Background: an optimization exercise with open tools, aiming at small area. Do not read the settings as production practice.
At most, simulation tests tie the RTL to the original design; equivalence was not proved.
No functional check of the RTL was part of run 1.
The clock cells of runs 3 to 7 come from the design's own scripts or RTL, not from TritonCTS.
The clock port is modelled as an ideal driver, which makes a skipped or thinned clock tree look cheaper than it is; a real chip needs a root buffer or a tree.

[flow/config.mk]
export PLATFORM = sky130hd
export DESIGN_NAME = cross_bar_top
export DESIGN_NICKNAME = cross_bar_top
export VERILOG_FILES = /design/flow/design.v
export SDC_FILE = /design/flow/constraint.sdc
export NUM_CORES = 4
export LEC_CHECK = 0
export ABC_AREA = 1
export CAP_MARGIN = 20
export CORE_MARGIN = 2
export CORE_UTILIZATION = 40
export SLEW_MARGIN = 20
[flow/constraint.sdc]
create_clock -name core_clock -period 7.0 [get_ports {clk_i}]
set_input_delay 1.4000 -clock core_clock [delete_from_list [all_inputs] [get_ports {clk_i}]]
set_output_delay 1.4000 -clock core_clock [all_outputs]
set_load 0.01 [all_outputs]
[flow/design.v]
module cross_bar_top #(
  parameter BUFFER_SIZE = 5,
  parameter AW          = 3
) (
  input  logic       clk_i,
  input  logic       rstn_i,
  input  logic       ch0_req_valid_i,
  output logic       ch0_req_allowIn_o,
  input  logic [1:0] ch0_req_addr_i,
  input  logic       ch1_req_valid_i,
  output logic       ch1_req_allowIn_o,
  input  logic [1:0] ch1_req_addr_i,
  input  logic       ch2_req_valid_i,
  output logic       ch2_req_allowIn_o,
  input  logic [1:0] ch2_req_addr_i,
  output logic [3:0] bank_grant_valid_o,
  output logic [7:0] bank_grant_ch_o
);
  logic [2:0]  req_valid;
  logic [5:0]  req_addr;
  logic [2:0]  allow;
  logic [11:0] want;      
  logic [11:0] gnt;       
  assign req_valid = {ch2_req_valid_i, ch1_req_valid_i, ch0_req_valid_i};
  assign req_addr  = {ch2_req_addr_i, ch1_req_addr_i, ch0_req_addr_i};
  assign ch0_req_allowIn_o = allow[0];
  assign ch1_req_allowIn_o = allow[1];
  assign ch2_req_allowIn_o = allow[2];
  for (genvar c = 0; c < 3; c++) begin : g_ch
    logic [1:0] addr;
    logic [3:0] cgnt, cwant;
    assign addr = req_addr[2*c +: 2];
    assign cgnt = gnt[4*c +: 4];
    assign want[4*c +: 4] = cwant;
      logic [4:0] x_q, y_q, z_q;
      logic [4:0] x_d, y_d, z_d;
      logic [4:0] occ;
      logic [4:0] tail;        
      logic [4:0] srv;         
      logic [5:0] xn, yn, zn;  
      logic       ret, push;
      assign occ           = x_q | y_q;
      assign tail          = ~occ & {occ[3:0], 1'b1};
      assign allow[c] = ~occ[4];
      assign push          = req_valid[c] & ~occ[4];
      assign ret           = y_q[0] & ~x_q[0];
      logic [3:0] d [5];
      logic [3:0] t [5];
      assign t[0] = cgnt;
      for (genvar i = 0; i < 5; i++) begin : g_dec
        assign d[i][0] = x_q[i] & ~y_q[i] & ~z_q[i];
        assign d[i][1] = x_q[i] & ~y_q[i] &  z_q[i];
        assign d[i][2] = x_q[i] &  y_q[i] & ~z_q[i];
        assign d[i][3] = x_q[i] &  y_q[i] &  z_q[i];
        assign srv[i]  = |(t[i] & d[i]);
        if (i < 4) begin : g_t
          assign t[i+1] = t[i] & ~d[i];
        end
      end
      assign cwant = d[0] | d[1] | d[2] | d[3] | d[4];
      assign xn = {1'b0, x_q & ~srv | {5{push}} & tail};
      assign yn = {1'b0, y_q | srv | {5{push & addr[1]}} & tail};
      assign zn = {addr[0], x_q & z_q | ~x_q & {5{addr[0]}}};
      assign x_d = ret ? xn[5:1] : xn[4:0];
      assign y_d = ret ? yn[5:1] : yn[4:0];
      assign z_d = ret ? zn[5:1] : zn[4:0];
      always_ff @(posedge clk_i or negedge rstn_i) begin
        if (~rstn_i) begin
          x_q <= '0;
          y_q <= '0;
        end
        else begin
          x_q <= x_d;
          y_q <= y_d;
        end
      end
      always_ff @(posedge clk_i) begin
        z_q <= z_d;
      end
  end
  for (genvar b = 0; b < 4; b++) begin : g_bank
    logic [1:0] ptr_q, ptr_d;
    logic [2:0] r, g;
    logic       p0, p1, p2, gv;
    assign r  = {want[8+b], want[4+b], want[b]};
    assign p1 = ptr_q[0];
    assign p2 = ptr_q[1];
    assign p0 = ~p1 & ~p2;
    assign g[0] = r[0] & ~(r[2] & ~p0) & ~(r[1] & p1);
    assign g[1] = r[1] & ~(r[0] & ~p1) & ~(r[2] & p2);
    assign g[2] = r[2] & ~(r[1] & ~p2) & ~(r[0] & p0);
    assign gv   = |r;
    assign gnt[b]   = g[0];
    assign gnt[4+b] = g[1];
    assign gnt[8+b] = g[2];
    assign ptr_d = gv ? {g[1], g[0]} : ptr_q;
    always_ff @(posedge clk_i or negedge rstn_i) begin
      if (~rstn_i) ptr_q <= 2'd0;
      else         ptr_q <= ptr_d;
    end
    assign bank_grant_valid_o[b]     = gv;
    assign bank_grant_ch_o[2*b +: 2] = {g[2], g[1]};
  end
endmodule
[flow/flow/run.sh]
#!/bin/bash
# Own layout flow: the standard ORFS flow (standard.sh), with
#  - an area-oriented ABC mapping script (flow/abc.script) in synthesis,
#  - port buffers of the smallest buffer cell,
#  - clock tree synthesis without dummy loads.
# Every tool's output goes to ORFS's own logs under orfs/logs/, and make's
# output to flow_make.log.
set -euo pipefail
here=$(pwd)
rm -rf "$here/scripts_mod"
cp -r "$FLOW_HOME/scripts" "$here/scripts_mod"
cp "$here/flow/abc.script" "$here/scripts_mod/abc_area.script"
cp "$here/flow/abc.script" "$here/scripts_mod/abc_speed.script"
bash standard.sh \
  "SCRIPTS_DIR=$here/scripts_mod" \
  "BUFFER_PORTS_ARGS=-buffer_cell sky130_fd_sc_hd__buf_1" \
  "CTS_ARGS=-sink_clustering_enable -repair_clock_nets -dont_use_dummy_load" \
  finish > "$here/flow_make.log" 2>&1
[flow/flow/abc.script]
strash
dc2
dch -f
amap
topo
[flow/standard.sh]
#!/bin/bash
# synth_recipe.tcl (not shown) runs the flow's synth.tcl, then flattens the netlist and writes it again
# the make line also repeats each setting of config.mk as NAME=value (left out here)
make -C /OpenROAD-flow-scripts/flow DESIGN_CONFIG=/design/flow/config.mk WORK_HOME=/design/flow/orfs CLKGATE_MAP_FILE= SYNTH_SCRIPT=/design/flow/synth_recipe.tcl "${@:-finish}"
==> qor.yml, run 1 <==
die_h_um: 97.59
yosysTopAreaCell: "dfrtp_1"
synth_xor_area_share_pct: 0
yosysUniqueCellTypes: 35
crit_required_ns: 5.60
async_reset_ff_share_pct: 71.70
report.final.hold_viol_count: 0
ff2ff_setup_slack_ns: 3.76
root_buffer: "clkbuf_8"
ys.flop_type: "dfrtp_1"
clock_latency_ns: 0.31
syn_inst: 488
port_buffers: 25
synth_top_family_by_area: "simple AND/OR/NAND/NOR gates"
coreArea_mm2: 0.008593
ant_nets: 0
post-place-ws_ns: 3.404
yosysMostFrequentCell: "clkinv_1"
finalWirelength_um: 9484
cts_max_level: 2
endpoint_kind: "output pin"
synth_top_cell_area_share_pct: 27.14
cts_num_sinks: 53
final_max_slew_viol_count: 0
antenna_found_initial: 0
post-dp-hpwl_um: 7533
syn2layout_area_growth_pct: 6.393
grt_start_max_net_pins: 39
fin_ws_ns: 3.016
post-route-min-period_ns: 3.984
track_usage_pct: 20.44
worstMarginPinSlew_ns: 0.9377
fmax_mhz: 251.0
grt_pass1_wl_um: 16280
drive_gt1_share_pct: 1.575
yosysWarnings: 7
critical_path.max_fanout: 5
holdPathEnd: "g_bank[3].ptr_q[1]$_DFFE_PN0P_"
hold_path_depth: 2
grt_pass1_vias: 3450
drv_cap: 0
vias: 3597
place_congestion: 0.8851
start_kind: "register"
muxShareOfSynthArea_pct: 0
finalSetupTns_ns: 0
synth_fp_nets: 499
rows: 34
critical_path_class: "register to output pin"
yosys.area_share.simple_pct: 31.00
cp.arrival_ns: 2.58
grt_overflow: 0
hold_class: "register to register"
synthAdderAreaFrac_pct: 0
die_w_um: 97.59
viasPerCell: 5.839
skew_ns: 0.005628
wl_per_cell_um: 15.40
synth.area.top_cells: "dfrtp_1, clkinv_1, nor2_1, nor3_1, dfxtp_1"
timing.rr.end: "g_ch[0].x_q[0]$_DFF_PN0_"
timing.final.crit_share_pct: 56.91
rsz0062_at_grt: "false"
r2r_start: "g_ch[2].x_q[0]$_DFF_PN0_"
syn-cell-area_mm2: 0.003503
drc: 0
die_area_mm2: 0.009523
slew_headroom_pct: 37.49
min_from: "g_bank[3].ptr_q[1]$_DFFE_PN0P_"
syn_area_per_cell_um2: 7.179
status: "finished clean"
synth_compound_area_share_pct: 21.29
numCtsBuffers: 5
ys_top_cells_by_count: "clkinv_1, nor2_1, nor3_1, dfrtp_1"
antenna_cells: 0
cts_hold_buf: 0
synth-edff-count: 3
dr.pass1.iters: 5
io_pins: 26
clk_pin_slew_ns: 0.09
ys_ff_latch: 53
reg2reg_depth: 12
cts_tree: "built"
drtIter0Drc: 203
clockBufferDepth: 2
post_cts_buffers: 0
setup_viol: 0
fin_nets: 521
cts_resized: 0
ys_seq_area_share_pct: 36.57
initial_core_util_pct: 40.77
## flip-flops by register name, summed over array words and instances (netlist names), named ones only
name,count
g_ch.z_q,12
g_ch.y_q,15
g_ch.x_q,15
g_bank.ptr_q,8
## cell families after synthesis
kind of cell    after synthesis
compound gates              113
buf+inv                      92
simple gates                230
flops                        53
## routing by layer
metal	GRT usage, %	vias up	part of all wire, %
li1	-	1793	-
met1	28.29	1677	47
met2	33.26	113	46
met3	3.094	14	5.6
met4	5.769	0	1.4
met5	0	-	0
## how the worst max path moves through the flow
stage	startpoint	endpoint	slack (ns)	cells past startpoint
2_1_floorplan	g_ch[2].x_q[1]$_DFF_PN0_	bank_grant_ch_o[4]	3.86	9
3_3_place_gp	g_ch[2].x_q[4]$_DFF_PN0_	bank_grant_ch_o[0]	3.40	7
3_5_place_dp	g_ch[2].x_q[4]$_DFF_PN0_	bank_grant_ch_o[0]	3.40	7
4_1_cts	g_ch[2].x_q[4]$_DFF_PN0_	bank_grant_ch_o[0]	3.05	7
5_1_grt	g_ch[2].x_q[4]$_DFF_PN0_	bank_grant_ch_o[0]	2.76	7
6_report	g_ch[2].x_q[4]$_DFF_PN0_	bank_grant_ch_o[0]	3.02	7
## final cells by class
type | count | area (um2)
Inverter | 80 | 300.3
Fill cell | 897 | 4866
Clock buffer | 5 | 68.82
Tap cell | 108 | 135.1
Sequential cell | 53 | 1281
Multi-Input combinational cell | 343 | 1832
Timing Repair Buffer | 27 | 110.1
## critical path, stage by stage, from the launching register on
cell      delay (ns)
dfrtp_1         0.44
clkinv_1        0.08
or2_0           0.16
nor2_1          0.09
nor4_1          0.56
nor2_1          0.14
nor3_1          0.59
buf_1           0.21
## metrics by stage
stage / hold slack, ns / cell area [um2] / instances / utilization [%]
global route: 0.5696 / 3727 / 616 / 43.38
floorplan: 0.5024 / 3503 / 488 / -
global placement: 0.5177 / 3659 / 611 / 42.57
CTS: 0.5428 / 3727 / 616 / 43.38
detailed placement: 0.5303 / 3659 / 611 / 42.57
finish: 0.5415 / 3727 / 616 / 43.38
## cells in the final DEF, fill, tap and decap left out, drive strengths merged, types with 2 or more instances in the layout
master	count
nor2b	2
nand2	36
dfrtp	38
o22ai	36
o21ai	24
o32ai	3
clkbuf	5
nand4	12
a31oi	4
o22a	3
or3	13
o221ai	8
o21a	11
nand3	23
nor4	6
nor3	49
a22oi	3
a211o	2
or4	4
clkinv	80
a311oi	2
nor2	73
dfxtp	12
a21oi	9
o31ai	2
nor3b	2
edfxtp	3
or2	8
buf	27
a211oi	2
==> run 2: changes to the inputs <==
--- a/flow/design.v
+++ b/flow/design.v
@@ -36,13 +36,10 @@
       logic [4:0] x_d, y_d, z_d;
       logic [4:0] occ;
-      logic [4:0] tail;        
       logic [4:0] srv;         
       logic [5:0] xn, yn, zn;  
-      logic       ret, push;
-      assign occ           = x_q | y_q;
-      assign tail          = ~occ & {occ[3:0], 1'b1};
-      assign allow[c] = ~occ[4];
-      assign push          = req_valid[c] & ~occ[4];
-      assign ret           = y_q[0] & ~x_q[0];
+      logic       push;
+      assign occ      = x_q | y_q;
+      assign allow[c] = ~occ[0];
+      assign push     = req_valid[c] & ~occ[0];
       logic [3:0] d [5];
       logic [3:0] t [5];
@@ -59,10 +56,10 @@
       end
       assign cwant = d[0] | d[1] | d[2] | d[3] | d[4];
-      assign xn = {1'b0, x_q & ~srv | {5{push}} & tail};
-      assign yn = {1'b0, y_q | srv | {5{push & addr[1]}} & tail};
-      assign zn = {addr[0], x_q & z_q | ~x_q & {5{addr[0]}}};
-      assign x_d = ret ? xn[5:1] : xn[4:0];
-      assign y_d = ret ? yn[5:1] : yn[4:0];
-      assign z_d = ret ? zn[5:1] : zn[4:0];
+      assign xn = {1'b1,    x_q & ~srv};
+      assign yn = {addr[1], srv | y_q & (x_q | {occ[3:0], 1'b0})};
+      assign zn = {addr[0], z_q};
+      assign x_d = push ? xn[5:1] : xn[4:0];
+      assign y_d = push ? yn[5:1] : yn[4:0];
+      assign z_d = push ? zn[5:1] : zn[4:0];
       always_ff @(posedge clk_i or negedge rstn_i) begin
         if (~rstn_i) begin
==> flow/flow/abc.script (replaced) <==
strash
ifraig
dc2
dch -f
amap
topo
==> run 2 against run 1 <==
- via count fell by 16%
- hold slack got worse by 0.063 ns
- clock skew up 0.0099 ns
- wire length shrank 19%
- maximum frequency grew 0.94%
- first-iteration DRC count decreased by 32%
- critical endpoint is now bank_grant_ch_o[2]
==> qor.yml, run 2 <==
final_common_cell: "clkinv_1"  # unchanged
top_layer_used: "met4"  # unchanged
min_from: "g_ch[1].z_q[2]$_DFFE_PP_"  # was g_bank[3].ptr_q[1]$_DFFE_PN0P_
utilization_pct: 44.20  # was 43.38%
wl_met1_um: 3750  # was 4442 um
crit_buf_inv: 2  # unchanged
fmax_mhz: 253.4  # was 251.0 MHz
async_reset_ff_share_pct: 71.70  # unchanged
die_h_um: 93.89  # was 97.59 um
post-place-ws_ns: 3.407  # was 3.404 ns
finalWirelength_um: 7675  # was 9484 um
rsz0062_at_grt: "false"  # unchanged
ys_ff_latch: 53  # unchanged
slowest_delay_ns: 0.60  # was 0.59 ns
viasPerCell: 5.692  # was 5.839
crit_required_ns: 5.60  # about the same
grt_overflow: 0  # unchanged
wl_met3_um: 401  # was 531 um
slew_headroom_pct: 40.50  # was 37.49%
syn-cell-area_mm2: 0.003232  # was 0.003503 mm2
drtIter0Drc: 138  # was 203
syn2layout_area_growth_pct: 6.233  # was 6.393%
ys_seq_area_share_pct: 43.36  # was 36.57%
setup_viol: 0  # unchanged
vias: 3011  # was 3597
root_buffer: "clkbuf_8"  # unchanged
final_cell_mix: "clkinv_1, nor3_1, dfrtp_1"  # was clkinv_1, nor2_1, nor3_1
fin_nets: 440  # was 521
holdPathEnd: "g_ch[1].z_q[1]$_DFFE_PP_"  # was g_bank[3].ptr_q[1]$_DFFE_PN0P_
syn_inst: 409  # was 488
cts_tree: "built"  # unchanged
cts_max_level: 2  # unchanged
hold_slack_ns: 0.4784  # was 0.5415 ns
worst_path_max_delay_cell: "nor3_1"  # unchanged
io_pins: 26  # unchanged
skew_ns: 0.01551  # was 0.005628 ns
critical_path.max_fanout: 5  # unchanged
post-route-min-period_ns: 3.947  # was 3.984 ns
grt_pass1_vias: 2831  # was 3450
ys.flop_type: "dfrtp_1"  # unchanged
ys_top_cells_by_count: "clkinv_1, nor3_1, dfrtp_1, nand2_1, nor2_1"  # was clkinv_1, nor2_1, nor3_1, dfrtp_1
dp.cells: 524  # was 611
syn_area_per_cell_um2: 7.902  # was 7.179 um2
rows: 32  # was 34
worstMarginPinSlew_ns: 0.8924  # was 0.9377 ns
drv_cap: 0  # unchanged
reg2reg_depth: 11  # was 12
timing.rr.end: "g_ch[1].y_q[3]$_DFF_PN0_"  # was g_ch[0].x_q[0]$_DFF_PN0_
critical_path_class: "register to output pin"  # unchanged
die_area_mm2: 0.008814  # was 0.009523 mm2
layoutNonFillerInstCount: 529  # was 616
ant_nets: 0  # unchanged
status: "finished clean"  # unchanged
timing.final.crit_share_pct: 56.38  # was 56.91%
report.final.hold_viol_count: 0  # unchanged
clk_pin_slew_ns: 0.10  # was 0.09 ns
post-dp-hpwl_um: 5984  # was 7533 um
hold_class: "register to register"  # unchanged
reg_top3: "g_ch.x_q: 15 flops, g_ch.y_q: 15 flops, g_ch.z_q: 15 flops"  # was g_ch.x_q: 15 flops, g_ch.y_q: 15 flops, g_ch.z_q: 12 flops
synth_top_cell_area_share_pct: 29.42  # was 27.14%
drc: 0  # unchanged
wl_met2_um: 3444  # was 4372 um
post_cts_buffers: 0  # unchanged
synth_fp_nets: 420  # was 499
synth-edff-count: 15  # was 3
fin_ws_ns: 3.053  # was 3.016 ns
yosysUniqueCellTypes: 36  # was 35
cp.arrival_ns: 2.55  # was 2.58 ns
port_buffers: 25  # unchanged
yosysTopAreaCell: "dfrtp_1"  # unchanged
yosysWarnings: 7  # unchanged
critPathTopFamily: "simple AND/OR/NAND/NOR gates"  # unchanged
antenna_found_initial: 0  # unchanged
hold_path_depth: 0  # was 2
grt_pass1_wl_um: 13040  # was 16280 um
endpoint_kind: "output pin"  # unchanged
final_max_slew_viol_count: 0  # unchanged
synth.area.top_cells: "dfrtp_1, edfxtp_1, clkinv_1, nor3_1, nand3_1"  # was dfrtp_1, clkinv_1, nor2_1, nor3_1, dfxtp_1
wl_per_cell_um: 14.51  # was 15.40 um
yosysMostFrequentCell: "clkinv_1"  # unchanged
clock_latency_ns: 0.30  # was 0.31 ns
cts_resized: 0  # unchanged
dr.pass1.iters: 4  # was 5
place_congestion: 0.9577  # was 0.8851
clockBufferDepth: 2  # unchanged
antenna_cells: 0  # unchanged
grt_start_max_net_pins: 39  # unchanged
die_w_um: 93.89  # was 97.59 um
start_kind: "register"  # unchanged
r2r_start: "g_ch[2].z_q[3]$_DFFE_PP_"  # was g_ch[2].x_q[0]$_DFF_PN0_
numCtsBuffers: 5  # unchanged
track_usage_pct: 18.42  # was 20.44%
finalSetupTns_ns: 0  # unchanged
ff2ff_setup_slack_ns: 3.72  # was 3.76 ns
coreArea_mm2: 0.007767  # was 0.008593 mm2
worstPathCellList: "clkinv_1 -> nand3_1 -> o31ai_1 -> nor4_1 -> nor2_1 -> nor3_1 -> buf_1"  # was clkinv_1 -> or2_0 -> nor2_1 -> nor4_1 -> nor2_1 -> nor3_1 -> buf_1
drive_gt1_share_pct: 1.405  # was 1.575%
cts_num_sinks: 53  # unchanged
initial_core_util_pct: 41.61  # was 40.77%
cts_hold_buf: 0  # unchanged
[run 2: routing by layer]
metal	GRT usage, %	vias to the layer above
met5	0	-
met4	5.193	0
met3	3.050	8
met2	28.93	70
met1	26.22	1423
li1	-	1510
[run 2: cell families (layout without fill, tap and decap cells)]
kind of cell	count (synthesis)	count (layout)	synth area share, %
flops	53	53	43.36
simple gates	176	176	26.33
compound gates	89	89	18.35
buf+inv	91	109	11.96
[run 2: worst register-to-register path: cells and delay by family (launching register included)]
family | cells | cell delay (ns)
and+or+nand+nor | 6 | 1.80
AOI/OAI and AO/OA | 4 | 0.73
DFF | 1 | 0.48
buffers and inverters | 1 | 0.19
[run 2: worst max path at each step]
stage               cells past startpoint  slack, ns            endpoint                     start
finish                                  7       3.05  bank_grant_ch_o[2]  g_ch[2].y_q[2]$_DFF_PN0_
global route                            7       2.85  bank_grant_ch_o[2]  g_ch[2].y_q[2]$_DFF_PN0_
CTS                                     7       3.04  bank_grant_ch_o[2]  g_ch[2].y_q[2]$_DFF_PN0_
detailed placement                      7       3.41  bank_grant_ch_o[2]  g_ch[2].y_q[2]$_DFF_PN0_
global placement                        7       3.51  bank_grant_ch_o[2]  g_ch[2].y_q[2]$_DFF_PN0_
floorplan                               7       3.82  bank_grant_ch_o[2]  g_ch[2].y_q[2]$_DFF_PN0_
[run 2: layout make-up]
| type | count | area [um2] |
|---|---|---|
| inverters | 79 | 296.5 |
| clock buffers | 5 | 68.82 |
| fillers | 814 | 4334 |
| flip-flops and latches | 53 | 1401 |
| repair buffers | 25 | 95.09 |
| well taps | 102 | 127.6 |
| multi-input cells | 265 | 1444 |
[run 2: metrics by stage]
| stage | instance area (um2) |
|---|---|
| after global routing | 3433 |
| after floorplan | 3232 |
| final | 3433 |
| after CTS | 3433 |
| after detailed placement | 3364 |
| after global placement | 3364 |
==> run 3: changes to the inputs <==
==> flow/flow/run.sh (replaced) <==
#!/bin/bash
# Own layout flow: the standard ORFS flow (standard.sh) with
#  - an area-oriented ABC mapping script (flow/abc.script) in synthesis,
#  - port buffers of the smallest buffer cell,
#  - a one-level clock tree (flow/mancts.tcl) in place of TritonCTS: the
#    clock port drives four clkbuf_8, each driving one cluster of registers.
# ORFS writes each tool's output to its own log under orfs/logs/; make's
# output goes to flow_make.log.
set -euo pipefail
here=$(pwd)
rm -rf "$here/scripts_mod"
cp -r "$FLOW_HOME/scripts" "$here/scripts_mod"
cp "$here/flow/abc.script" "$here/scripts_mod/abc_area.script"
cp "$here/flow/abc.script" "$here/scripts_mod/abc_speed.script"
cp "$here/flow/mancts.tcl" "$here/scripts_mod/mancts.tcl"
python3 - "$here/scripts_mod/cts.tcl" <<'PY'
import sys
p = sys.argv[1]
s = open(p).read()
old = "log_cmd clock_tree_synthesis {*}$cts_args\n"
assert s.count(old) == 1
new = ("source $::env(SCRIPTS_DIR)/mancts.tcl\n"
       "man_cts 4 sky130_fd_sc_hd__clkbuf_8\n"
       "set_propagated_clock [all_clocks]\n")
open(p, "w").write(s.replace(old, new))
PY
bash standard.sh \
  "SCRIPTS_DIR=$here/scripts_mod" \
  "BUFFER_PORTS_ARGS=-buffer_cell sky130_fd_sc_hd__buf_1" \
  finish > "$here/flow_make.log" 2>&1
==> flow/flow/abc.script (replaced) <==
strash
ifraig
&get -n
&deepsyn -T 90 -S 7
&put
dch -f
amap
topo
==> flow/flow/mancts.tcl (new file) <==
# A one-level clock tree in place of TritonCTS: the clock port drives K
# buffers directly, and each buffer drives one cluster of registers. The
# clusters come from k-means on the register locations, with each cluster
# holding at most ceil(N/K) registers so that the buffers are evenly loaded.
proc man_cts {k bufname} {
  set block [ord::get_db_block]
  set clknet [$block findNet clk_i]
  set master [[ord::get_db] findMaster $bufname]
  set sinks {}
  foreach it [$clknet getITerms] {
    set bb [[$it getInst] getBBox]
    lappend sinks [list $it [expr {([$bb xMin] + [$bb xMax]) / 2}] [expr {([$bb yMin] + [$bb yMax]) / 2}]]
  }
  set n [llength $sinks]
  set cap [expr {($n + $k - 1) / $k}]
  set sorted [lsort -integer -index 1 $sinks]
  set cs {}
  for {set c 0} {$c < $k} {incr c} {
    set s [lindex $sorted [expr {int(($c + 0.5) * $n / $k)}]]
    lappend cs [list [lindex $s 1] [lindex $s 2]]
  }
  for {set iter 0} {$iter < 30} {incr iter} {
    # capacity-limited assignment, closest pairs first
    set pairs {}
    for {set j 0} {$j < $n} {incr j} {
      set s [lindex $sinks $j]
      for {set c 0} {$c < $k} {incr c} {
        set d [expr {abs([lindex $s 1] - [lindex $cs $c 0]) + abs([lindex $s 2] - [lindex $cs $c 1])}]
        lappend pairs [list $d $j $c]
      }
    }
    set pairs [lsort -real -index 0 $pairs]
    set asg [lrepeat $n -1]
    set cnt [lrepeat $k 0]
    foreach p $pairs {
      lassign $p d j c
      if {[lindex $asg $j] >= 0 || [lindex $cnt $c] >= $cap} { continue }
      lset asg $j $c
      lset cnt $c [expr {[lindex $cnt $c] + 1}]
    }
    set ncs {}
    for {set c 0} {$c < $k} {incr c} {
      set sx 0; set sy 0; set m 0
      foreach s $sinks a $asg {
        if {$a == $c} { incr sx [lindex $s 1]; incr sy [lindex $s 2]; incr m }
      }
      if {$m > 0} { lappend ncs [list [expr {$sx / $m}] [expr {$sy / $m}]] } else { lappend ncs [lindex $cs $c] }
    }
    set cs $ncs
  }
  for {set c 0} {$c < $k} {incr c} {
    set inst [odb::dbInst_create $block $master clkbuf_leaf_$c]
    set net [odb::dbNet_create $block clknet_leaf_$c]
    $net setSigType CLOCK
    [$inst findITerm A] connect $clknet
    [$inst findITerm X] connect $net
    foreach s $sinks a $asg {
      if {$a == $c} {
        set it [lindex $s 0]
        $it disconnect
        $it connect $net
      }
    }
    $inst setLocation [lindex $cs $c 0] [lindex $cs $c 1]
    $inst setPlacementStatus PLACED
    puts "clock buffer $c: [llength [lsearch -all $asg $c]] sinks"
  }
}
==> run 3 against run 2 <==
- maximum frequency shrank 6.4%
- via count decreased by 3.9%
- sequential share of layout area up 0.56 points
- cell area is 1.3% lower
- critical path type unchanged
- critical path depth is 7 higher
- register-to-register slack worse by 0.35 ns
- flip-flop and latch count unchanged
- global-route usage shrank 0.48 points
- hold slack improved by 0.034 ns
==> qor.yml, run 3 <==
worstMarginPinSlew_ns: 0.8893  # was 0.8924 ns
post_cts_buffers: 0  # unchanged
final_common_cell: "clkinv_1"  # unchanged
ys.flop_type: "dfrtp_1"  # unchanged
synth-edff-count: 15  # unchanged
hold_slack_ns: 0.5122  # was 0.4784 ns
syn-cell-area_mm2: 0.003192  # was 0.003232 mm2
clock_latency_ns: 0.15  # was 0.30 ns
track_usage_pct: 17.94  # was 18.42%
ff2ff_setup_slack_ns: 3.37  # was 3.72 ns
slew_headroom_pct: 40.71  # was 40.50%
ys_top_cells_by_count: "clkinv_1, nor2_1, nor3_1, dfrtp_1, nand3_1"  # was clkinv_1, nor3_1, dfrtp_1, nand2_1, nor2_1
hold_class: "register to register"  # unchanged
timing.final.crit_share_pct: 60.20  # was 56.38%
cts_resized: 0  # unchanged
die_area_mm2: 0.008710  # was 0.008814 mm2
final_cell_mix: "clkinv_1, nor2_1, nor3_1"  # was clkinv_1, nor3_1, dfrtp_1
status: "finished clean"  # unchanged
antenna_found_initial: 0  # unchanged
io_pins: 26  # unchanged
yosysWarnings: 7  # unchanged
grt_pass1_wl_um: 13050  # was 13040 um
rsz0062_at_grt: "false"  # unchanged
dr.pass1.iters: 4  # unchanged
wl_per_cell_um: 14.24  # was 14.51 um
syn2layout_area_growth_pct: 6.115  # was 6.233%
reg2reg_depth: 20  # was 11
crit_required_ns: 5.60  # about the same
yosysUniqueCellTypes: 31  # was 36
drive_gt1_share_pct: 1.412  # was 1.405%
finalWirelength_um: 7506  # was 7675 um
skew_ns: 0.01481  # was 0.01551 ns
r2r_start: "g_ch[2].x_q[1]$_DFF_PN0_"  # was g_ch[2].z_q[3]$_DFFE_PP_
die_h_um: 93.33  # was 93.89 um
cpMostUsedCell: "nor2_1"
initial_core_util_pct: 41.31  # was 41.61%
endpoint_kind: "output pin"  # unchanged
setup_viol: 0  # unchanged
finalSetupTns_ns: 0  # unchanged
antenna_cells: 0  # unchanged
vias: 2895  # was 3011
hold_path_depth: 0  # unchanged
drc: 0  # unchanged
syn_area_per_cell_um2: 7.842  # was 7.902 um2
fmax_mhz: 237.3  # was 253.4 MHz
drtIter0Drc: 135  # was 138
yosysMostFrequentCell: "clkinv_1"  # unchanged
clk_pin_slew_ns: 0.09  # was 0.10 ns
worst_path_max_delay_cell: "dfrtp_1"  # was nor3_1
post-dp-hpwl_um: 5987  # was 5984 um
grt_overflow: 0  # unchanged
start_kind: "register"  # unchanged
timing.rr.end: "g_ch[2].x_q[3]$_DFF_PN0_"  # was g_ch[1].y_q[3]$_DFF_PN0_
dp.cells: 523  # was 524
worstPathCellList: "clkinv_1 -> nor3_1 -> clkinv_1 -> nand2_1 -> nor4_1 -> nor2_1 -> nor2_1 -> a21oi_1 -> nor2_1 -> nor3_1 -> clkinv_1 -> nand2_1 -> nor2_1 -> buf_1"  # was clkinv_1 -> nand3_1 -> o31ai_1 -> nor4_1 -> nor2_1 -> nor3_1 -> buf_1
ys_seq_area_share_pct: 43.90  # was 43.36%
yosysTopAreaCell: "dfrtp_1"  # unchanged
grt_start_max_net_pins: 39  # unchanged
grt_pass1_vias: 2849  # was 2831
cts_hold_buf: 0  # unchanged
coreArea_mm2: 0.007727  # was 0.007767 mm2
viasPerCell: 5.493  # was 5.692
synth_fp_nets: 418  # was 420
drv_cap: 0  # unchanged
slowest_delay_ns: 0.39  # was 0.60 ns
layoutNonFillerInstCount: 527  # was 529
ys_ff_latch: 53  # unchanged
die_w_um: 93.33  # was 93.89 um
fin_nets: 438  # was 440
min_from: "g_ch[1].z_q[1]$_DFFE_PP_"  # was g_ch[1].z_q[2]$_DFFE_PP_
ant_nets: 0  # unchanged
final_max_slew_viol_count: 0  # unchanged
port_buffers: 25  # unchanged
async_reset_ff_share_pct: 71.70  # unchanged
cp.arrival_ns: 2.81  # was 2.55 ns
rows: 32  # unchanged
place_congestion: 0.9349  # was 0.9577
report.final.hold_viol_count: 0  # unchanged
syn_inst: 407  # was 409
reg_top3: "g_ch.x_q: 15 flops, g_ch.y_q: 15 flops, g_ch.z_q: 15 flops"  # unchanged
synth_top_cell_area_share_pct: 29.79  # was 29.42%
holdPathEnd: "g_ch[1].z_q[0]$_DFFE_PP_"  # was g_ch[1].z_q[1]$_DFFE_PP_
synth.area.top_cells: "dfrtp_1, edfxtp_1, clkinv_1, nor3_1, nor2_1"  # was dfrtp_1, edfxtp_1, clkinv_1, nor3_1, nand3_1
critical_path.max_fanout: 6  # was 5
post-route-min-period_ns: 4.214  # was 3.947 ns
critical_path_class: "register to output pin"  # unchanged
[run 3: how the worst max path moves through the flow]
stage          slack [ns]                 end                startpoint
2_1_floorplan        3.44  bank_grant_ch_o[1]  g_ch[2].x_q[1]$_DFF_PN0_
5_1_grt              2.44  bank_grant_ch_o[1]  g_ch[2].x_q[1]$_DFF_PN0_
4_1_cts              2.80  bank_grant_ch_o[1]  g_ch[2].x_q[1]$_DFF_PN0_
6_report             2.79  bank_grant_ch_o[1]  g_ch[2].x_q[1]$_DFF_PN0_
3_3_place_gp         2.97  bank_grant_ch_o[7]  g_ch[2].x_q[2]$_DFF_PN0_
3_5_place_dp         3.00  bank_grant_ch_o[7]  g_ch[2].x_q[0]$_DFF_PN0_
[run 3: cell type report]
type,instances,area (um2)
timing repair buffer,26,102.6
inverter,76,285.3
buffer,4,55.05
sequential,53,1401
fill,791,4340
tap,102,127.6
multi-input combinational,266,1415
[run 3: cell families after synthesis]
group	synth area share [%]
AND/OR/NAND/NOR	24.42
AO/OA/AOI/OAI	19.91
buffers and inverters	11.76
flip-flops	43.90
[run 3: routing by layer]
metal	track usage (%)	part of all wire, %
met5	0	0
met2	29.98	45
met4	3.431	1.5
met1	25.39	48
met3	1.934	5.0
[run 3: critical path, delay by kind of cell, from the launching register on]
family / cells / cell delay, ns
AOI/OAI and AO/OA: 1 / 0.15
buffers and inverters: 4 / 0.71
DFF: 1 / 0.39
and+or+nand+nor: 9 / 1.41
[run 3: through the flow]
step | utilization [%] | cell area (um2) | worst slack (ns)
floorplan | - | 3192 | 3.435
global placement | 43.12 | 3332 | 2.974
detailed placement | 43.12 | 3332 | 2.996
CTS | 43.83 | 3387 | 2.796
global route | 43.83 | 3387 | 2.438
finish | 43.83 | 3387 | 2.786
==> run 4: changes to the inputs <==
--- a/flow/flow/run.sh
+++ b/flow/flow/run.sh
@@ -4,5 +4,5 @@
 #  - port buffers of the smallest buffer cell,
 #  - a one-level clock tree (flow/mancts.tcl) in place of TritonCTS: the
-#    clock port drives four clkbuf_8, each driving one cluster of registers.
+#    clock port drives three clkbuf_8, each driving one cluster of registers.
 # ORFS writes each tool's output to its own log under orfs/logs/; make's
 # output goes to flow_make.log.
@@ -21,5 +21,5 @@
 assert s.count(old) == 1
 new = ("source $::env(SCRIPTS_DIR)/mancts.tcl\n"
-       "man_cts 4 sky130_fd_sc_hd__clkbuf_8\n"
+       "man_cts 3 sky130_fd_sc_hd__clkbuf_8\n"
        "set_propagated_clock [all_clocks]\n")
 open(p, "w").write(s.replace(old, new))
--- a/flow/config.mk
+++ b/flow/config.mk
@@ -9,4 +9,4 @@
 export CAP_MARGIN = 20
 export CORE_MARGIN = 2
-export CORE_UTILIZATION = 40
+export CORE_UTILIZATION = 65
 export SLEW_MARGIN = 20
==> run 4 against run 3 <==
- final cell count shrank 7.0%
- die area shrank 37%
- wire length shrank 1.7%
- worst setup slack lost 0.28 ns
- first-iteration DRC count grew 82%
- cell area shrank 1.9%
- hold slack lost 0.012 ns
- highest routed layer unchanged
- critical path depth is the same
- maximum frequency shrank 6.3%
==> qor.yml, run 4 <==
status: "finished clean"  # unchanged
viasPerCell: 6.051  # was 5.493
antenna_cells: 0  # unchanged
ant_nets: 0  # unchanged
rows: 25  # was 32
syn_area_per_cell_um2: 7.842  # unchanged
critical_path.max_fanout: 6  # unchanged
start_kind: "register"  # unchanged
wl_per_cell_um: 15.05  # was 14.24 um
endpoint_kind: "output pin"  # unchanged
grt_overflow: 0  # unchanged
drtIter0Drc: 246  # was 135
final_cell_mix: "clkinv_1, nor2_1, nor3_1"  # unchanged
ys_ff_latch: 53  # unchanged
yosysUniqueCellTypes: 31  # unchanged
port_buffers: 25  # unchanged
drv_cap: 0  # unchanged
clk_pin_slew_ns: 0.13  # was 0.09 ns
synth_fp_nets: 418  # unchanged
synth_top_cell_area_share_pct: 29.79  # unchanged
clock_latency_ns: 0.18  # was 0.15 ns
final_max_slew_viol_count: 0  # unchanged
antenna_found_initial: 0  # unchanged
utilization_pct: 70.33  # was 43.83%
slew_headroom_pct: 40.54  # was 40.71%
critical_path_class: "register to output pin"  # unchanged
finalSetupTns_ns: 0  # unchanged
dp.cells: 487  # was 523
rsz0062_at_grt: "false"  # unchanged
yosysWarnings: 7  # unchanged
final_common_cell: "clkinv_1"  # unchanged
crit_required_ns: 5.60  # about the same
setup_viol: 0  # unchanged
hold_slack_ns: 0.5002  # was 0.5122 ns
async_reset_ff_share_pct: 71.70  # unchanged
drive_gt1_share_pct: 0.9456  # was 1.412%
track_usage_pct: 27.92  # was 17.94%
fin_nets: 436  # was 438
syn_inst: 407  # unchanged
ys_seq_area_share_pct: 43.90  # unchanged
syn2layout_area_growth_pct: 4.077  # was 6.115%
die_h_um: 74.08  # was 93.33 um
finalWirelength_um: 7376  # was 7506 um
report.final.hold_viol_count: 0  # unchanged
timing.final.crit_share_pct: 64.27  # was 60.20%
grt_pass1_vias: 2680  # was 2849
die_area_mm2: 0.005487  # was 0.008710 mm2
yosysMostFrequentCell: "clkinv_1"  # unchanged
hold_class: "register to register"  # unchanged
die_w_um: 74.08  # was 93.33 um
fin_ws_ns: 2.501  # was 2.786 ns
dr.pass1.iters: 5  # was 4
synth.area.top_cells: "dfrtp_1, edfxtp_1, clkinv_1, nor3_1, nor2_1"  # unchanged
io_pins: 26  # unchanged
post-dp-hpwl_um: 5851  # was 5987 um
grt_start_max_net_pins: 39  # unchanged
place_congestion: 0.9280  # was 0.9349
post-place-ws_ns: 2.772  # was 2.996 ns
yosysTopAreaCell: "dfrtp_1"  # unchanged
syn-cell-area_mm2: 0.003192  # unchanged
ys.flop_type: "dfrtp_1"  # unchanged
cts_resized: 0  # unchanged
coreArea_mm2: 0.004723  # was 0.007727 mm2
grt_pass1_wl_um: 12250  # was 13050 um
post-route-min-period_ns: 4.499  # was 4.214 ns
fmax_mhz: 222.3  # was 237.3 MHz
reg_top3: "g_ch.x_q: 15 flops, g_ch.y_q: 15 flops, g_ch.z_q: 15 flops"  # unchanged
initial_core_util_pct: 67.58  # was 41.31%
ff2ff_setup_slack_ns: 3.03  # was 3.37 ns
ys_top_cells_by_count: "clkinv_1, nor2_1, nor3_1, dfrtp_1, nand3_1"  # unchanged
num-fill-cells: 415  # was 791
vias: 2965  # was 2895
cp.arrival_ns: 3.10  # was 2.81 ns
post_cts_buffers: 0  # unchanged
cts_hold_buf: 0  # unchanged
worstMarginPinSlew_ns: 0.8918  # was 0.8893 ns
synth-edff-count: 15  # unchanged
skew_ns: 0.02817  # was 0.01481 ns
layoutNonFillerInstCount: 490  # was 527
drc: 0  # unchanged
run 4: cell counts after synthesis:
Identical to the previous run, type by type.
run 4: final timing paths:
check	startpoint	endpoint	cells past startpoint
max in group asynchronous	rstn_i	g_ch[0].x_q[2]$_DFF_PN0_	1
worst min register to register	g_ch[1].z_q[2]$_DFFE_PP_	g_ch[1].z_q[1]$_DFFE_PP_	0
min in group asynchronous	rstn_i	g_ch[1].x_q[1]$_DFF_PN0_	1
worst max register to register	g_ch[2].x_q[1]$_DFF_PN0_	g_ch[2].y_q[2]$_DFF_PN0_	19
worst max-delay path	g_ch[2].x_q[1]$_DFF_PN0_	bank_grant_ch_o[1]	14
worst min-delay path	g_ch[1].z_q[2]$_DFFE_PP_	g_ch[1].z_q[1]$_DFFE_PP_	0
run 4: cells by family after synthesis:
group | count (synthesis) | synth area share (%)
AO/OA/AOI/OAI | 95 | 19.91
buffers and inverters | 88 | 11.76
AND/OR/NAND/NOR | 171 | 24.42
flip-flops | 53 | 43.90
run 4: routing by layer:
metal / global-route usage, % / share of wire, % / wire, um / up-vias
met2: 47.42 / 47 / 3451 / 101
met3: 1.762 / 5.3 / 393 / 15
met4: 4.848 / 1.7 / 129 / 0
met1: 40.37 / 46 / 3402 / 1361
met5: 0 / 0 / 0 / -
li1: - / - / - / 1488
run 4: area by class of cell:
type / instances / area [um2] / area share (%)
buffer: 3 / 41.29 / 1.243
inverter: 76 / 285.3 / 8.588
multi-input combinational: 266 / 1415 / 42.60
sequential: 53 / 1401 / 42.18
tap: 67 / 83.83 / 2.524
timing repair buffer: 25 / 95.09 / 2.863
run 4: critical path: stages (launching register included):
cell and delay [ns]:
dfrtp_1 0.41, clkinv_1 0.16, nor3_1 0.37, clkinv_1 0.15, nand2_1 0.09, nor4_1 0.09, nor2_1 0.17, nor2_1 0.06
a21oi_1 0.14, nor2_1 0.13, nor3_1 0.41, clkinv_1 0.33, nand2_1 0.18, nor2_1 0.07, buf_1 0.17
run 4: through the flow:
| step | cell area, um2 |
|---|---|
| 5_1_grt | 3322 |
| 4_1_cts | 3322 |
| 6_report | 3322 |
| 3_5_place_dp | 3281 |
| 3_3_place_gp | 3281 |
| 2_1_floorplan | 3192 |
==> run 5: changes to the inputs <==
--- a/flow/config.mk
+++ b/flow/config.mk
@@ -9,4 +9,4 @@
 export CAP_MARGIN = 20
 export CORE_MARGIN = 2
-export CORE_UTILIZATION = 65
+export CORE_UTILIZATION = 40
 export SLEW_MARGIN = 20
==> run 5 against run 4 <==
- global-route usage fell by 10 points
- register-to-register slack improved by 0.36 ns
- utilization fell by 27 points
- cell area rose by 1.5%
- synthesized cell count did not move
- clock skew fell by 0.020 ns
- sequential share of layout area fell by 0.64 points
- final cell count rose by 7.3%
- critical path depth did not move
==> qor.yml, run 5 <==
post-route-min-period_ns: 4.223  # was 4.499 ns
coreArea_mm2: 0.007727  # was 0.004723 mm2
syn_area_per_cell_um2: 7.842  # unchanged
post-place-ws_ns: 2.996  # was 2.772 ns
post-dp-hpwl_um: 5987  # was 5851 um
finalSetupTns_ns: 0  # unchanged
async_reset_ff_share_pct: 71.70  # unchanged
grt_start_max_net_pins: 39  # unchanged
synth.area.top_cells: "dfrtp_1, edfxtp_1, clkinv_1, nor3_1, nor2_1"  # unchanged
slew_headroom_pct: 40.64  # was 40.54%
viasPerCell: 5.534  # was 6.051
reg_top3: "g_ch.x_q: 15 flops, g_ch.y_q: 15 flops, g_ch.z_q: 15 flops"  # unchanged
drive_gt1_share_pct: 1.179  # was 0.9456%
yosysWarnings: 7  # unchanged
cts_resized: 0  # unchanged
num-fill-cells: 794  # was 415
skew_ns: 0.007914  # was 0.02817 ns
clk_pin_slew_ns: 0.12  # was 0.13 ns
wl_per_cell_um: 14.26  # was 15.05 um
rsz0062_at_grt: "false"  # unchanged
yosysMostFrequentCell: "clkinv_1"  # unchanged
cp.arrival_ns: 2.82  # was 3.10 ns
ys_ff_latch: 53  # unchanged
final_cell_mix: "clkinv_1, nor2_1, nor3_1"  # unchanged
port_buffers: 25  # unchanged
final_common_cell: "clkinv_1"  # unchanged
utilization_pct: 43.65  # was 70.33%
muxShareOfSynthArea_pct: 0  # unchanged
synth_xor_area_share_pct: 0  # unchanged
die_w_um: 93.33  # was 74.08 um
cts_hold_buf: 0  # unchanged
fmax_mhz: 236.8  # was 222.3 MHz
syn-cell-area_mm2: 0.003192  # unchanged
drtIter0Drc: 150  # was 246
drc: 0  # unchanged
antenna_found_initial: 0  # unchanged
ys_seq_area_share_pct: 43.90  # unchanged
place_congestion: 0.9349  # was 0.9280
critical_path_class: "register to output pin"  # unchanged
fin_nets: 437  # was 436
synth_fp_nets: 418  # unchanged
antenna_cells: 0  # unchanged
start_kind: "register"  # unchanged
ant_nets: 0  # unchanged
worstMarginPinSlew_ns: 0.8905  # was 0.8918 ns
yosysUniqueCellTypes: 31  # unchanged
grt_pass1_vias: 2799  # was 2680
initial_core_util_pct: 41.31  # was 67.58%
synth_compound_area_share_pct: 19.91  # unchanged
post_cts_buffers: 0  # unchanged
die_h_um: 93.33  # was 74.08 um
layoutNonFillerInstCount: 526  # was 490
dp.cells: 523  # was 487
syn2layout_area_growth_pct: 5.684  # was 4.077%
dr.pass1.iters: 4  # was 5
ys.flop_type: "dfrtp_1"  # unchanged
yosys.area_share.simple_pct: 24.42  # unchanged
grt_overflow: 0  # unchanged
endpoint_kind: "output pin"  # unchanged
timing.final.crit_share_pct: 60.34  # was 64.27%
die_area_mm2: 0.008710  # was 0.005487 mm2
synth-edff-count: 15  # unchanged
fin_ws_ns: 2.777  # was 2.501 ns
final_max_slew_viol_count: 0  # unchanged
synth_top_cell_area_share_pct: 29.79  # unchanged
report.final.hold_viol_count: 0  # unchanged
drv_cap: 0  # unchanged
finalWirelength_um: 7501  # was 7376 um
status: "finished clean"  # unchanged
critical_path.max_fanout: 6  # unchanged
synth_top_family_by_area: "simple AND/OR/NAND/NOR gates"  # unchanged
yosysTopAreaCell: "dfrtp_1"  # unchanged
hold_class: "register to register"  # unchanged
syn_inst: 407  # unchanged
track_usage_pct: 17.94  # was 27.92%
vias: 2911  # was 2965
setup_viol: 0  # unchanged
ys_top_cells_by_count: "clkinv_1, nor2_1, nor3_1, dfrtp_1, nand3_1"  # unchanged
crit_required_ns: 5.60  # about the same
rows: 32  # was 25
synthAdderAreaFrac_pct: 0  # unchanged
ff2ff_setup_slack_ns: 3.39  # was 3.03 ns
io_pins: 26  # unchanged
clock_latency_ns: 0.17  # was 0.18 ns
grt_pass1_wl_um: 13040  # was 12250 um
run 5: cell counts after synthesis:
No cell type changed its count.
run 5: logic make-up (layout without fill, tap and decap cells):
kind of cell	count (synthesis)	count (layout)
buf+inv	88	105
flops	53	53
compound gates	95	95
simple gates	171	171
run 5: worst max-delay path, stage by stage (launching register included):
cell      delay [ns]
dfrtp_1         0.40
clkinv_1        0.14
nor3_1          0.35
clkinv_1        0.15
nand2_1         0.09
nor4_1          0.09
nor2_1          0.16
nor2_1          0.05
a21oi_1         0.15
nor2_1          0.13
nor3_1          0.31
clkinv_1        0.26
nand2_1         0.15
nor2_1          0.06
buf_1           0.16
run 5: final timing paths:
path	from	to	cells past startpoint
hold reg to reg	g_ch[1].z_q[1]$_DFFE_PP_	g_ch[1].z_q[0]$_DFFE_PP_	0
min in group asynchronous	rstn_i	g_ch[1].x_q[0]$_DFF_PN0_	1
setup / recovery	g_ch[2].x_q[1]$_DFF_PN0_	bank_grant_ch_o[1]	14
hold / removal	g_ch[1].z_q[1]$_DFFE_PP_	g_ch[1].z_q[0]$_DFFE_PP_	0
setup reg to reg	g_ch[2].x_q[1]$_DFF_PN0_	g_ch[2].x_q[3]$_DFF_PN0_	20
max in group asynchronous	rstn_i	g_bank[0].ptr_q[1]$_DFFE_PN0P_	1
run 5: cell type report:
cell class / count / area [um2] / area share [%]
Timing Repair Buffer: 26 / 102.6 / 3.042
Inverter: 76 / 285.3 / 8.457
Tap cell: 102 / 127.6 / 3.783
Sequential cell: 53 / 1401 / 41.54
Multi-Input combinational cell: 266 / 1415 / 41.95
Buffer: 3 / 41.29 / 1.224
run 5: per-stage QoR:
stage               area, um2  hold WS (ns)
finish                   3373        0.5114
floorplan                3192        0.4580
global placement         3332        0.4823
global route             3373        0.5358
CTS                      3373        0.5156
detailed placement       3332        0.4893
run 5: per-layer routing:
metal / vias up / global-route usage (%) / part of all wire [%] / wire length (um)
met2: 72 / 29.68 / 45 / 3341
met4: 0 / 3.186 / 1.9 / 142
met5: - / 0 / 0 / 0
met1: 1342 / 26.06 / 48 / 3593
li1: 1485 / - / - / -
met3: 12 / 1.450 / 5.7 / 424
==> run 6: changes to the inputs <==
--- a/flow/config.mk
+++ b/flow/config.mk
@@ -7,6 +7,6 @@
 export LEC_CHECK = 0
 export ABC_AREA = 1
-export CAP_MARGIN = 20
+export CAP_MARGIN = 0
 export CORE_MARGIN = 2
 export CORE_UTILIZATION = 40
-export SLEW_MARGIN = 20
+export SLEW_MARGIN = 0
==> run 6 against run 5 <==
- highest routed layer unchanged
- final cell count is the same
- global-route usage is the same
- still clean on timing, DRC and antenna
- wire length shrank 0.20%
==> qor.yml, run 6 <==
status: "finished clean"  # unchanged
synth_compound_area_share_pct: 19.91  # unchanged
async_reset_ff_share_pct: 71.70  # unchanged
vias: 2908  # was 2911
skew_ns: 0.007990  # was 0.007914 ns
yosysWarnings: 7  # unchanged
synth.area.top_cells: "dfrtp_1, edfxtp_1, clkinv_1, nor3_1, nor2_1"  # unchanged
yosys.area_share.simple_pct: 24.42  # unchanged
clk_pin_slew_ns: 0.12  # about the same
grt_pass1_vias: 2799  # unchanged
fmax_mhz: 236.6  # was 236.8 MHz
track_usage_pct: 17.94  # unchanged
crit_buf_inv: 4  # unchanged
post-route-min-period_ns: 4.227  # was 4.223 ns
place_congestion: 0.9349  # unchanged
synth_fp_nets: 418  # unchanged
wl_per_cell_um: 14.23  # was 14.26 um
worstPathCellList: "clkinv_1 -> nor3_1 -> clkinv_1 -> nand2_1 -> nor4_1 -> nor2_1 -> nor2_1 -> a21oi_1 -> nor2_1 -> nor3_1 -> clkinv_1 -> nand2_1 -> nor2_1 -> buf_1"  # unchanged
synth_xor_area_share_pct: 0  # unchanged
die_area_mm2: 0.008710  # unchanged
finalSetupTns_ns: 0  # unchanged
slew_headroom_pct: 33.93  # was 40.64%
drive_gt1_share_pct: 1.179  # unchanged
yosysMostFrequentCell: "clkinv_1"  # unchanged
cts_resized: 0  # unchanged
grt_overflow: 0  # unchanged
slowest_delay_ns: 0.40  # about the same
final_common_cell: "clkinv_1"  # unchanged
endpoint_kind: "output pin"  # unchanged
critical_path.max_fanout: 6  # unchanged
post_cts_buffers: 0  # unchanged
cp.arrival_ns: 2.83  # was 2.82 ns
drtIter0Drc: 150  # unchanged
io_pins: 26  # unchanged
drc: 0  # unchanged
rows: 32  # unchanged
antenna_cells: 0  # unchanged
die_h_um: 93.33  # unchanged
report.final.hold_viol_count: 0  # unchanged
synth_top_cell_area_share_pct: 29.79  # unchanged
worst_path_max_delay_cell: "dfrtp_1"  # unchanged
crit_required_ns: 5.60  # about the same
clock_latency_ns: 0.17  # about the same
grt_start_max_net_pins: 39  # unchanged
syn_inst: 407  # unchanged
ant_nets: 0  # unchanged
ys_top_cells_by_count: "clkinv_1, nor2_1, nor3_1, dfrtp_1, nand3_1"  # unchanged
syn-cell-area_mm2: 0.003192  # unchanged
antenna_found_initial: 0  # unchanged
yosysTopAreaCell: "dfrtp_1"  # unchanged
synthAdderAreaFrac_pct: 0  # unchanged
yosysUniqueCellTypes: 31  # unchanged
fin_nets: 437  # unchanged
muxShareOfSynthArea_pct: 0  # unchanged
drv_cap: 0  # unchanged
syn_area_per_cell_um2: 7.842  # unchanged
coreArea_mm2: 0.007727  # unchanged
start_kind: "register"  # unchanged
synth_top_family_by_area: "simple AND/OR/NAND/NOR gates"  # unchanged
cts_hold_buf: 0  # unchanged
initial_core_util_pct: 41.31  # unchanged
timing.final.crit_share_pct: 60.38  # was 60.34%
ys_ff_latch: 53  # unchanged
die_w_um: 93.33  # unchanged
dr.pass1.iters: 4  # unchanged
port_buffers: 25  # unchanged
final_max_slew_viol_count: 0  # unchanged
worstMarginPinSlew_ns: 0.9910  # was 0.8905 ns
critical_path_class: "register to output pin"  # unchanged
hold_class: "register to register"  # unchanged
finalWirelength_um: 7486  # was 7501 um
utilization_pct: 43.65  # unchanged
cpMostUsedCell: "nor2_1"  # unchanged
final_cell_mix: "clkinv_1, nor2_1, nor3_1"  # unchanged
syn2layout_area_growth_pct: 5.684  # unchanged
critPathTopFamily: "simple AND/OR/NAND/NOR gates"  # unchanged
grt_pass1_wl_um: 13040  # unchanged
viasPerCell: 5.529  # was 5.534
synth-edff-count: 15  # unchanged
ys_seq_area_share_pct: 43.90  # unchanged
rsz0062_at_grt: "false"  # unchanged
post-dp-hpwl_um: 5987  # unchanged
reg_top3: "g_ch.x_q: 15 flops, g_ch.y_q: 15 flops, g_ch.z_q: 15 flops"  # unchanged
setup_viol: 0  # unchanged
ys.flop_type: "dfrtp_1"  # unchanged
[run 6: cell counts after synthesis]
No cell type changed its count.
[run 6: final cells by class]
| type | count | area [um2] |
|---|---|---|
| repair buffers | 26 | 102.6 |
| flip-flops and latches | 53 | 1401 |
| inverters | 76 | 285.3 |
| plain buffers | 3 | 41.29 |
| well taps | 102 | 127.6 |
| multi-input cells | 266 | 1415 |
| fillers | 794 | 4354 |
[run 6: cells by family (layout without fill, tap and decap cells)]
group | after synthesis | after routing
flip-flops | 53 | 53
AND/OR/NAND/NOR | 171 | 171
AO/OA/AOI/OAI | 95 | 95
buffers and inverters | 88 | 105
[run 6: stage by stage]
| stage | instances | cell area (um2) | hold WS, ns | setup WS (ns) |
|---|---|---|---|---|
| after global placement | 523 | 3332 | 0.4823 | 2.974 |
| after detailed placement | 523 | 3332 | 0.4893 | 2.996 |
| after global routing | 526 | 3373 | 0.5358 | 2.414 |
| after floorplan | 407 | 3192 | 0.4580 | 3.435 |
| final | 526 | 3373 | 0.5114 | 2.773 |
| after CTS | 526 | 3373 | 0.5156 | 2.775 |
[run 6: metal layers]
metal  GRT usage, %  routed length (um)
met5              0                   0
met3          1.450                 425
met4          3.186                 142
met2          29.68                3326
met1          26.06                3592
[run 6: path summary, 6_finish.rpt]
path | slack (ns) | end | startpoint | cells past startpoint
setup / recovery | 2.77 | bank_grant_ch_o[1] | g_ch[2].x_q[1]$_DFF_PN0_ | 14
hold / removal | 0.51 | g_ch[1].z_q[0]$_DFFE_PP_ | g_ch[1].z_q[1]$_DFFE_PP_ | 0
setup reg to reg | 3.39 | g_ch[2].x_q[3]$_DFF_PN0_ | g_ch[2].x_q[1]$_DFF_PN0_ | 20
hold reg to reg | 0.51 | g_ch[1].z_q[0]$_DFFE_PP_ | g_ch[1].z_q[1]$_DFFE_PP_ | 0
max in group asynchronous | 5.01 | g_bank[0].ptr_q[1]$_DFFE_PN0P_ | rstn_i | 1
min in group asynchronous | 1.37 | g_ch[1].x_q[0]$_DFF_PN0_ | rstn_i | 1
==> run 7: changes to the inputs <==
==> flow/flow/mancts.tcl (replaced) <==
# Simple clock tree: the clock port drives K buffers directly, each buffer
# drives the registers of one cluster (k-means on register locations).
proc man_cts {k bufname} {
  set block [ord::get_db_block]
  set clknet [$block findNet clk_i]
  set master [[ord::get_db] findMaster $bufname]
  set sinks {}
  foreach it [$clknet getITerms] {
    set i [$it getInst]
    set bb [$i getBBox]
    lappend sinks [list $it [expr ([$bb xMin]+[$bb xMax])/2] [expr ([$bb yMin]+[$bb yMax])/2]]
  }
  set n [llength $sinks]
  # initial centres: spread along sorted x+y order
  set sorted [lsort -real -index 1 $sinks]
  set cs {}
  for {set c 0} {$c < $k} {incr c} {
    set s [lindex $sorted [expr int(($c + 0.5) * $n / $k)]]
    lappend cs [list [lindex $s 1] [lindex $s 2]]
  }
  for {set iter 0} {$iter < 50} {incr iter} {
    set asg {}
    foreach s $sinks {
      set best 0; set bd 1e18
      for {set c 0} {$c < $k} {incr c} {
        set dx [expr [lindex $s 1] - [lindex [lindex $cs $c] 0]]
        set dy [expr [lindex $s 2] - [lindex [lindex $cs $c] 1]]
        set d [expr abs($dx) + abs($dy)]
        if {$d < $bd} {set bd $d; set best $c}
      }
      lappend asg $best
    }
    set ncs {}
    for {set c 0} {$c < $k} {incr c} {
      set sx 0; set sy 0; set m 0
      foreach s $sinks a $asg { if {$a == $c} { set sx [expr $sx + [lindex $s 1]]; set sy [expr $sy + [lindex $s 2]]; incr m } }
      if {$m > 0} { lappend ncs [list [expr $sx / $m] [expr $sy / $m]] } else { lappend ncs [lindex $cs $c] }
    }
    set cs $ncs
  }
  for {set c 0} {$c < $k} {incr c} {
    set inst [odb::dbInst_create $block $master clkbuf_leaf_$c]
    set net [odb::dbNet_create $block clknet_leaf_$c]
    $net setSigType CLOCK
    [$inst findITerm A] connect $clknet
    [$inst findITerm X] connect $net
    foreach s $sinks a $asg {
      if {$a == $c} { set it [lindex $s 0]; $it disconnect; $it connect $net }
    }
    $inst setLocation [expr int([lindex [lindex $cs $c] 0])] [expr int([lindex [lindex $cs $c] 1])]
    $inst setPlacementStatus PLACED
    puts "clock buffer $c: [llength [lsearch -all $asg $c]] sinks"
  }
}
--- a/flow/config.mk
+++ b/flow/config.mk
@@ -7,6 +7,6 @@
 export LEC_CHECK = 0
 export ABC_AREA = 1
-export CAP_MARGIN = 0
+export CAP_MARGIN = 20
 export CORE_MARGIN = 2
 export CORE_UTILIZATION = 40
-export SLEW_MARGIN = 0
+export SLEW_MARGIN = 20
==> run 7 against run 6 <==
- area after synthesis did not move
- wire length shrank 1.1%
- first-iteration DRC count shrank 1.3%
- via count about the same
- worst setup slack better by 0.0011 ns
- synthesized cell count unchanged
- global-route usage is 0.29 points lower
- hold slack gained 0.0047 ns
==> qor.yml, run 7 <==
grt_start_max_net_pins: 39  # unchanged
ys.flop_type: "dfrtp_1"  # unchanged
die_h_um: 93.33  # unchanged
clock_latency_ns: 0.17  # about the same
vias: 2906  # was 2908
status: "finished clean"  # unchanged
cts_resized: 0  # unchanged
critPathTopFamily: "simple AND/OR/NAND/NOR gates"  # unchanged
skew_ns: 0.01962  # was 0.007990 ns
die_w_um: 93.33  # unchanged
yosysUniqueCellTypes: 31  # unchanged
ys_ff_latch: 53  # unchanged
syn-cell-area_mm2: 0.003192  # unchanged
hold_class: "register to register"  # unchanged
endpoint_kind: "output pin"  # unchanged
antenna_found_initial: 0  # unchanged
grt_pass1_wl_um: 12860  # was 13040 um
grt_overflow: 0  # unchanged
yosys.area_share.simple_pct: 24.42  # unchanged
crit_required_ns: 5.60  # about the same
ant_nets: 0  # unchanged
crit_buf_inv: 4  # unchanged
initial_core_util_pct: 41.31  # unchanged
worstMarginPinSlew_ns: 0.8941  # was 0.9910 ns
setup_viol: 0  # unchanged
utilization_pct: 43.65  # unchanged
drtIter0Drc: 148  # was 150
cp.arrival_ns: 2.83  # about the same
fmax_mhz: 236.7  # was 236.6 MHz
finalWirelength_um: 7402  # was 7486 um
drv_cap: 0  # unchanged
ys_seq_area_share_pct: 43.90  # unchanged
worst_path_max_delay_cell: "dfrtp_1"  # unchanged
rsz0062_at_grt: "false"  # unchanged
synth_xor_area_share_pct: 0  # unchanged
clk_pin_slew_ns: 0.12  # about the same
fin_nets: 437  # unchanged
synth-edff-count: 15  # unchanged
yosysTopAreaCell: "dfrtp_1"  # unchanged
synthAdderAreaFrac_pct: 0  # unchanged
num-fill-cells: 791  # was 794
multi_input_area_mm2: 0.001415  # unchanged
critical_path.max_fanout: 6  # unchanged
fin_ws_ns: 2.774  # was 2.773 ns
slowest_delay_ns: 0.40  # about the same
synth.area.top_cells: "dfrtp_1, edfxtp_1, clkinv_1, nor3_1, nor2_1"  # unchanged
dr.pass1.iters: 4  # unchanged
viasPerCell: 5.525  # was 5.529
synth_top_family_by_area: "simple AND/OR/NAND/NOR gates"  # unchanged
port_buffers: 25  # unchanged
post-place-ws_ns: 2.996  # unchanged
synth_compound_area_share_pct: 19.91  # unchanged
worstPathCellList: "clkinv_1 -> nor3_1 -> clkinv_1 -> nand2_1 -> nor4_1 -> nor2_1 -> nor2_1 -> a21oi_1 -> nor2_1 -> nor3_1 -> clkinv_1 -> nand2_1 -> nor2_1 -> buf_1"  # unchanged
final_cell_mix: "clkinv_1, nor2_1, nor3_1"  # unchanged
slew_headroom_pct: 40.39  # was 33.93%
die_area_mm2: 0.008710  # unchanged
post-dp-hpwl_um: 5987  # unchanged
io_pins: 26  # unchanged
wl_per_cell_um: 14.07  # was 14.23 um
synth_top_cell_area_share_pct: 29.79  # unchanged
finalSetupTns_ns: 0  # unchanged
drc: 0  # unchanged
yosysWarnings: 7  # unchanged
==> run 7: layout make-up <==
type	instances	share of cell area [%]
multi-input combinational	266	41.95
sequential	53	41.54
inverter	76	8.457
tap	102	3.783
timing repair buffer	26	3.042
buffer	3	1.224
==> run 7: layer usage <==
layer	vias up	track usage [%]	routed length, um
met5	-	0	0
met4	0	2.328	91
met3	8	1.531	372
met2	78	29.98	3323
met1	1336	25.23	3614
li1	1484	-	-
==> run 7: cell families after synthesis <==
family                 Yosys count
DFF                             53
AOI/OAI and AO/OA               95
buffers and inverters           88
and+or+nand+nor                171
==> run 7: worst paths after layout <==
| check | startpoint | depth (start not counted) | slack (ns) | to |
|---|---|---|---|---|
| max | g_ch[2].x_q[1]$_DFF_PN0_ | 14 | 2.77 | bank_grant_ch_o[1] |
| min | g_ch[1].z_q[1]$_DFFE_PP_ | 0 | 0.52 | g_ch[1].z_q[0]$_DFFE_PP_ |
| max reg2reg | g_ch[2].x_q[1]$_DFF_PN0_ | 20 | 3.38 | g_ch[2].x_q[3]$_DFF_PN0_ |
| min reg2reg | g_ch[1].z_q[1]$_DFFE_PP_ | 0 | 0.52 | g_ch[1].z_q[0]$_DFFE_PP_ |
| max in group asynchronous | rstn_i | 1 | 5.09 | g_ch[0].y_q[1]$_DFF_PN0_ |
| min in group asynchronous | rstn_i | 1 | 1.33 | g_ch[1].x_q[0]$_DFF_PN0_ |
==> run 7: through the flow <==
step           hold WS (ns)  area (um2)
2_1_floorplan        0.4580        3192
3_3_place_gp         0.4823        3332
6_report             0.5160        3373
5_1_grt              0.5336        3373
4_1_cts              0.5143        3373
3_5_place_dp         0.4893        3332

==> separate check: timing with driven ports <==
Ports are ideal in the flow. The routed layouts listed here were re-timed in OpenROAD. Step 1 sets driving cells, clkbuf_16 on the clock port and buf_2 on the other inputs (assumed; they add their load-dependent delay and slew). Step 2 adds t to the input delays and takes it off the output delays; t is the mean of the earliest and latest rising clock arrival at the registers after step 1. Input paths then give back, and output paths get back, about the clock's delay inside the block. Slacks: no drivers / after step 1 / after step 2; pairs: no drivers / after step 1.
| run | t (ns) | setup WS [ns] | slew at the worst register clock pin (ns) |
|---|---|---|---|
| run 1 | 0.334 | 3.016 / 2.987 / 3.320 | 0.09 / 0.09 |
| run 2 | 0.321 | 3.053 / 3.024 / 3.345 | 0.10 / 0.10 |
| run 3 | 0.207 | 2.786 / 2.725 / 2.931 | 0.09 / 0.09 |
| run 4 | 0.210 | 2.501 / 2.454 / 2.664 | 0.13 / 0.13 |
| run 5 | 0.222 | 2.777 / 2.720 / 2.942 | 0.12 / 0.12 |
| run 6 | 0.222 | 2.773 / 2.716 / 2.938 | 0.12 / 0.12 |
| run 7 | 0.210 | 2.774 / 2.726 / 2.935 | 0.12 / 0.12 |
After both steps every run listed still meets setup and hold.
